Context: an optimization exercise on an open-source flow, tuned for small area. The choices shown serve that exercise and are no tape-out recipe.
Where RTL was checked, it was by simulation tests only, not by an equivalence proof against the original.
Power figures rest on the tool's default switching activity, not on a simulated workload.

==> inputs of trial 57 <==
==> flow/design.v <==
module mtm_Alu_deserializer (
  input  wire        clk,
  input  wire        rst_n,
  input  wire        sin,
  output reg  [31:0] A,
  output reg  [2:0]  op,
  output wire        shift_b,
  output wire        alu_en,
  output wire [2:0]  step,
  output wire        req,
  output reg  [1:0]  code
);
reg [3:0] q;
reg [3:0] k;
reg [3:0] crc;
reg       msb;     
wire ctlpkt  = k[3] & ~k[0];                  
wire derr    = k[3] & k[0] & ~k[1];           
wire idle    = k[3] & k[1];                   
wire inpkt   = ~k[3] | ctlpkt;                
wire stop    = ctlpkt & q[3] & q[2] & ~(q[1] & q[0]);
wire payload = inpkt & ~q[3];
assign shift_b = payload && (k[3:2] == 2'b01);
assign alu_en  = ctlpkt & ~(q[3] ^ q[2]);
assign step    = q[2:0];
wire d  = (ctlpkt && q[2:0] == 3'd7) ? 1'b1 : sin;
wire fb = crc[3] ^ d;
wire crc_ok = (crc == 4'd0);
assign req = derr || (stop && !(crc_ok && msb && op == 3'b000));
always @(*) begin
  if (derr)
    code = 2'd1;
  else if (!crc_ok)
    code = 2'd2;
  else if (!msb)
    code = op[1] ? 2'd3 : 2'd0;
  else
    code = op[2] ? 2'd1 : 2'd2;
end
wire [3:0] qd = q - 4'd1;
always @(posedge clk) begin
  if (!rst_n) begin
    k <= 4'd15;
    q <= 4'd9;
  end
  else if (derr || stop) begin
    if (q == {stop, stop, 2'b00}) begin
      k <= 4'd15;
      q <= 4'd9;
    end
    else
      q <= qd;
  end
  else if (q == 4'd9) begin
    if (!sin) begin
      q <= qd;
      k <= k + 4'd1;
      if (idle) crc <= 4'd0;
    end
  end
  else if (q == 4'd8) begin
    if (sin != ctlpkt) begin
      k <= 4'd9;
      q <= 4'd9;
    end
    else
      q <= qd;
  end
  else if (q == 4'd15) begin
    if (!sin) begin
      k <= 4'd9;
      q <= 4'd0;
    end
    else if (ctlpkt)
      q <= qd;
    else
      q <= 4'd9;
  end
  else begin
    q <= qd;
    crc <= {crc[2], crc[1], crc[0] ^ fb, fb};
    if (k[3:2] == 2'b00)
      A <= {A[30:0], sin};
    if (ctlpkt) begin
      if (q[2:0] == 3'd7) msb <= sin;
      if (q[2:0] == 3'd6 || q[2:0] == 3'd5 || q[2:0] == 3'd4) op <= {op[1:0], sin};
      if (q[2:0] == 3'd3 && msb &&
          !((op == 3'b010 && crc == 4'b0101) ||
            (op == 3'b100 && crc == 4'b1001)))
        op <= 3'b000;
    end
  end
end
endmodule
module mtm_Alu_core(
  input  wire        clk,
  input  wire        sin,
  input  wire [31:0] A,
  input  wire [2:0]  op,
  input  wire        shift_b,
  input  wire        alu_en,
  input  wire [2:0]  step,
  input  wire        shift_c,
  output reg  [31:0] B,
  output reg         cr,
  output reg         of,
  output reg         zr,
  output reg         neg
);
wire       arith = op[2];
wire       inv   = op[2] & op[0];
wire [2:0] nib   = 3'd3 - step;
wire [3:0] a     = A[4*nib +: 4];
wire [3:0] b     = B[3:0];
wire       first = (step == 3'd3);
wire       last  = (step == 3'd4);
wire       cin   = first ? inv : cr;
wire [4:0] c;
wire [3:0] s;
wire [3:0] r;
assign c[0] = cin;
genvar i;
generate
  for (i = 0; i < 4; i = i + 1) begin : g_bit
    wire bx = b[i] ^ inv;
    assign s[i]   = a[i] ^ bx ^ c[i];
    assign c[i+1] = (a[i] & bx) | (a[i] & c[i]) | (bx & c[i]);
    assign r[i]   = arith ? s[i] : (op[0] ? (a[i] | b[i]) : (a[i] & b[i]));
  end
endgenerate
always @(posedge clk) begin
  if (alu_en) begin
    B  <= {r, B[31:4]};
    cr <= last ? (arith & (c[4] ^ inv)) : c[4];
    if (last) begin
      of  <= arith && (a[3] == b[3]) && (s[3] != a[3]);
      neg <= arith && (inv ? ~c[4] : s[3]);
      zr  <= arith;
    end
  end
  else begin
    if (shift_b || shift_c)
      B <= {B[30:0], sin};
    if (shift_c && B[31])
      zr <= 1'b0;
  end
end
endmodule
module mtm_Alu_serializer(
  input  wire       clk,
  input  wire       rst_n,
  input  wire       req,
  input  wire [1:0] code,
  input  wire       cbit,
  input  wire       cr,
  input  wire       of,
  input  wire       zr,
  input  wire       neg,
  output wire       shift_c,
  output reg        sout
);
reg [3:0] sq;
reg [2:0] sk;
reg [2:0] crc;
reg       se;      
wire idle  = (sk[2:1] == 2'b11);
wire dbit  = !sq[3];
assign shift_c = !sk[2] && dbit;
reg [7:0] ctl;
always @(*) begin
  if (!sk[0])
    ctl = {1'b0, cr, of, zr, neg, crc[2], crc[2], crc[2]};
  else case (crc[1:0])
    2'd1:    ctl = 8'b11001001;
    2'd2:    ctl = 8'b10100101;
    default: ctl = 8'b10010011;
  endcase
end
wire bitv = sk[2] ? ctl[sq[2:0]] : cbit;
wire fb   = crc[2] ^ bitv;
always @(posedge clk) begin
  if (!rst_n) begin
    sk   <= 3'd7;
    se   <= 1'b1;
    sout <= 1'b1;
  end
  else begin
    sout <= se;
    if (idle) begin
      se <= 1'b1;
      if (req) begin
        sq  <= 4'd9;
        sk  <= (code == 2'd0) ? 3'd0 : 3'd5;
        crc <= {1'b0, code};
      end
    end
    else begin
      sq <= sq - 4'd1;
      if (sq == 4'd9)
        se <= 1'b0;
      else if (sq == 4'd8)
        se <= sk[2];
      else if (sq == 4'd15) begin
        se <= 1'b1;
        sq <= 4'd9;
        if (sk[2])
          sk <= 3'd7;
        else
          sk <= sk + 3'd1;
      end
      else begin
        se <= bitv;
        if ((sk != 3'd0 || sq != 4'd7) && !(sk == 3'd5))
          crc <= {crc[1], crc[0] ^ fb, fb};
      end
    end
  end
end
endmodule
module mtm_Alu (
    input  wire clk,    
    input  wire rst_n,  
    input  wire sin,    
    output wire sout    
);
wire [31:0] A;
wire [31:0] B;
wire [2:0]  op;
wire        shift_b;
wire        alu_en;
wire [2:0]  step;
wire        req;
wire [1:0]  code;
wire        shift_c;
wire        cr, of, zr, neg;
mtm_Alu_deserializer u_mtm_Alu_deserializer(
  .clk    (clk),
  .rst_n  (rst_n),
  .sin    (sin),
  .A      (A),
  .op     (op),
  .shift_b(shift_b),
  .alu_en (alu_en),
  .step   (step),
  .req    (req),
  .code   (code)
);
mtm_Alu_core u_mtm_Alu_core(
  .clk    (clk),
  .sin    (sin),
  .A      (A),
  .op     (op),
  .shift_b(shift_b),
  .alu_en (alu_en),
  .step   (step),
  .shift_c(shift_c),
  .B      (B),
  .cr     (cr),
  .of     (of),
  .zr     (zr),
  .neg    (neg)
);
mtm_Alu_serializer u_mtm_Alu_serializer(
  .clk    (clk),
  .rst_n  (rst_n),
  .req    (req),
  .code   (code),
  .cbit   (B[31]),
  .cr     (cr),
  .of     (of),
  .zr     (zr),
  .neg    (neg),
  .shift_c(shift_c),
  .sout   (sout)
);
endmodule
==> flow/run.sh <==
#!/bin/bash
# synth_recipe.tcl (not shown) runs the flow's synth.tcl, then flattens the netlist and writes it again
# the make line also repeats each setting of config.mk as NAME=value (left out here)
make -C /OpenROAD-flow-scripts/flow DESIGN_CONFIG=/design/flow/config.mk WORK_HOME=/design/flow/orfs CLKGATE_MAP_FILE= SYNTH_SCRIPT=/design/flow/synth_recipe.tcl finish
==> flow/config.mk <==
export PLATFORM = sky130hd
export DESIGN_NAME = mtm_Alu
export DESIGN_NICKNAME = mtm_Alu
export VERILOG_FILES = /design/flow/design.v
export SDC_FILE = /design/flow/constraint.sdc
export NUM_CORES = 4
export LEC_CHECK = 0
export CAP_MARGIN = 20
export CORE_MARGIN = 2
export CORE_UTILIZATION = 40
export CTS_BUF_LIST = sky130_fd_sc_hd__clkbuf_8
export PLACE_DENSITY = 0.6
export SLEW_MARGIN = 20
==> flow/constraint.sdc <==
create_clock -name core_clock -period 10.0 [get_ports {clk}]
set_input_delay 2.0000 -clock core_clock [delete_from_list [all_inputs] [get_ports {clk}]]
set_output_delay 2.0000 -clock core_clock [all_outputs]
set_load 0.01 [all_outputs]
==> build 68 (differences from trial 57) <==
--- a/flow/design.v
+++ b/flow/design.v
@@ -8,7 +8,7 @@
   output wire        alu_en,
   output wire [2:0]  step,
   output wire        req,
-  output reg  [1:0]  code
+  output reg  [2:0]  code
 );
 reg [3:0] q;
 reg [3:0] k;
@@ -28,14 +28,9 @@
 wire crc_ok = (crc == 4'd0);
 assign req = derr || (stop && !(crc_ok && msb && op == 3'b000));
 always @(*) begin
-  if (derr)
-    code = 2'd1;
-  else if (!crc_ok)
-    code = 2'd2;
-  else if (!msb)
-    code = op[1] ? 2'd3 : 2'd0;
-  else
-    code = op[2] ? 2'd1 : 2'd2;
+  code[2] = derr | (crc_ok & msb & op[2]);
+  code[1] = ~derr & (~crc_ok | (msb & ~op[2]));
+  code[0] = ~derr & crc_ok & ~msb & op[1];
 end
 wire [3:0] qd = q - 4'd1;
 always @(posedge clk) begin
@@ -109,8 +104,19 @@
 );
 wire       arith = op[2];
 wire       inv   = op[2] & op[0];
-wire [2:0] nib   = 3'd3 - step;
-wire [3:0] a     = A[4*nib +: 4];
+reg  [3:0] a;
+always @(*) begin
+  case (step)
+    3'd3:    a = A[3:0];
+    3'd2:    a = A[7:4];
+    3'd1:    a = A[11:8];
+    3'd0:    a = A[15:12];
+    3'd7:    a = A[19:16];
+    3'd6:    a = A[23:20];
+    3'd5:    a = A[27:24];
+    default: a = A[31:28];
+  endcase
+end
 wire [3:0] b     = B[3:0];
 wire       first = (step == 3'd3);
 wire       last  = (step == 3'd4);
@@ -150,7 +156,7 @@
   input  wire       clk,
   input  wire       rst_n,
   input  wire       req,
-  input  wire [1:0] code,
+  input  wire [2:0] code,
   input  wire       cbit,
   input  wire       cr,
   input  wire       of,
@@ -170,11 +176,8 @@
 always @(*) begin
   if (!sk[0])
     ctl = {1'b0, cr, of, zr, neg, crc[2], crc[2], crc[2]};
-  else case (crc[1:0])
-    2'd1:    ctl = 8'b11001001;
-    2'd2:    ctl = 8'b10100101;
-    default: ctl = 8'b10010011;
-  endcase
+  else
+    ctl = {1'b1, crc, crc, 1'b1};
 end
 wire bitv = sk[2] ? ctl[sq[2:0]] : cbit;
 wire fb   = crc[2] ^ bitv;
@@ -190,8 +193,8 @@
       se <= 1'b1;
       if (req) begin
         sq  <= 4'd9;
-        sk  <= (code == 2'd0) ? 3'd0 : 3'd5;
-        crc <= {1'b0, code};
+        sk  <= (code == 3'd0) ? 3'd0 : 3'd5;
+        crc <= code;
       end
     end
     else begin
@@ -230,7 +233,7 @@
 wire        alu_en;
 wire [2:0]  step;
 wire        req;
-wire [1:0]  code;
+wire [2:0]  code;
 wire        shift_c;
 wire        cr, of, zr, neg;
 mtm_Alu_deserializer u_mtm_Alu_deserializer(
==> flow/flow/run.sh (new file) <==
#!/bin/bash
set -e
export CTS_ARGS="-sink_clustering_enable -repair_clock_nets -dont_use_dummy_load -buf_list sky130_fd_sc_hd__clkbuf_8"
cat standard.sh > standard_sh_copy.log
bash standard.sh > standard.log 2>&1
==> flow/standard.sh (new file) <==
#!/bin/bash
# synth_recipe.tcl (not shown) runs the flow's synth.tcl, then flattens the netlist and writes it again
# the make line also repeats each setting of config.mk as NAME=value (left out here)
make -C /OpenROAD-flow-scripts/flow DESIGN_CONFIG=/design/flow/config.mk WORK_HOME=/design/flow/orfs CLKGATE_MAP_FILE= SYNTH_SCRIPT=/design/flow/synth_recipe.tcl "${@:-finish}"
removed: flow/run.sh
==> results.txt <==
Status: trial 57 no timing/DRC/antenna violations; build 68 no timing/DRC/antenna violations
Relative contribution of combinational cells to total power: trial 57 0.409; build 68 0.416
Pin count of the biggest net entering global routing: trial 57 33; build 68 36
Part of the power in registers: trial 57 0.412; build 68 0.433
Sequential logic power: trial 57 0.639 mW; build 68 0.582 mW
Slew @ Worst Pin: trial 57 0.983 ns; build 68 0.930 ns
Clock Power Share: trial 57 0.179; build 68 0.151
Well Taps: trial 57 172; build 68 147
Worst reg2reg endpoint: trial 57 u_mtm_Alu_core.B[31]$_DFFE_PP_; build 68 u_mtm_Alu_core.cr$_DFFE_PP_
Placeable core region: trial 57 12700 um2; build 68 12000 um2
Tightest slew margin relative to the limit: trial 57 0.340; build 68 0.376
Multi-input comb cells: trial 57 285; build 68 335
Global Route met2 Usage: trial 57 0.235; build 68 0.238
Critical Path Sink: trial 57 u_mtm_Alu_core.B[31]$_DFFE_PP_; build 68 u_mtm_Alu_core.cr$_DFFE_PP_
Number of standard cells after synthesis: trial 57 425; build 68 472
Total power of the final layout: trial 57 1.55 mW; build 68 1.34 mW
Cell Area, Placed: trial 57 5380 um2; build 68 5070 um2
Library cells used by synthesis: trial 57 71; build 68 60
Buffers plus inverters on the worst setup path: trial 57 3; build 68 4
Function not checked in trial 57: the RTL went through the layout flow alone.

re-timing with driven ports:
The flow's constraints put no driver on any port. The routed layouts listed below were extracted and timed again, unchanged, in two steps. Step 1, drivers: a clkbuf_16 drives clk and a buf_2 each remaining input, both assumed. Step 2 also shifts input and output timing later by t, the mid clock arrival at the registers, as if the neighbouring blocks saw the same clock. Slacks: no drivers / after step 1 / after step 2; pairs: no drivers / after step 1.
run | t, ns | slack for setup (ns) | slew at the worst register clock pin (ns)
trial 57 | 0.388 | 6.040 / 6.040 / 5.945 | 0.10 / 0.10
build 68 | 0.398 | 6.031 / 6.031 / 6.031 | 0.10 / 0.10
After both steps setup and hold are still met in every run listed. For trial 57, which loses most, drivers alone change the setup slack by 0.000 ns; drivers and shift together by -0.095 ns.
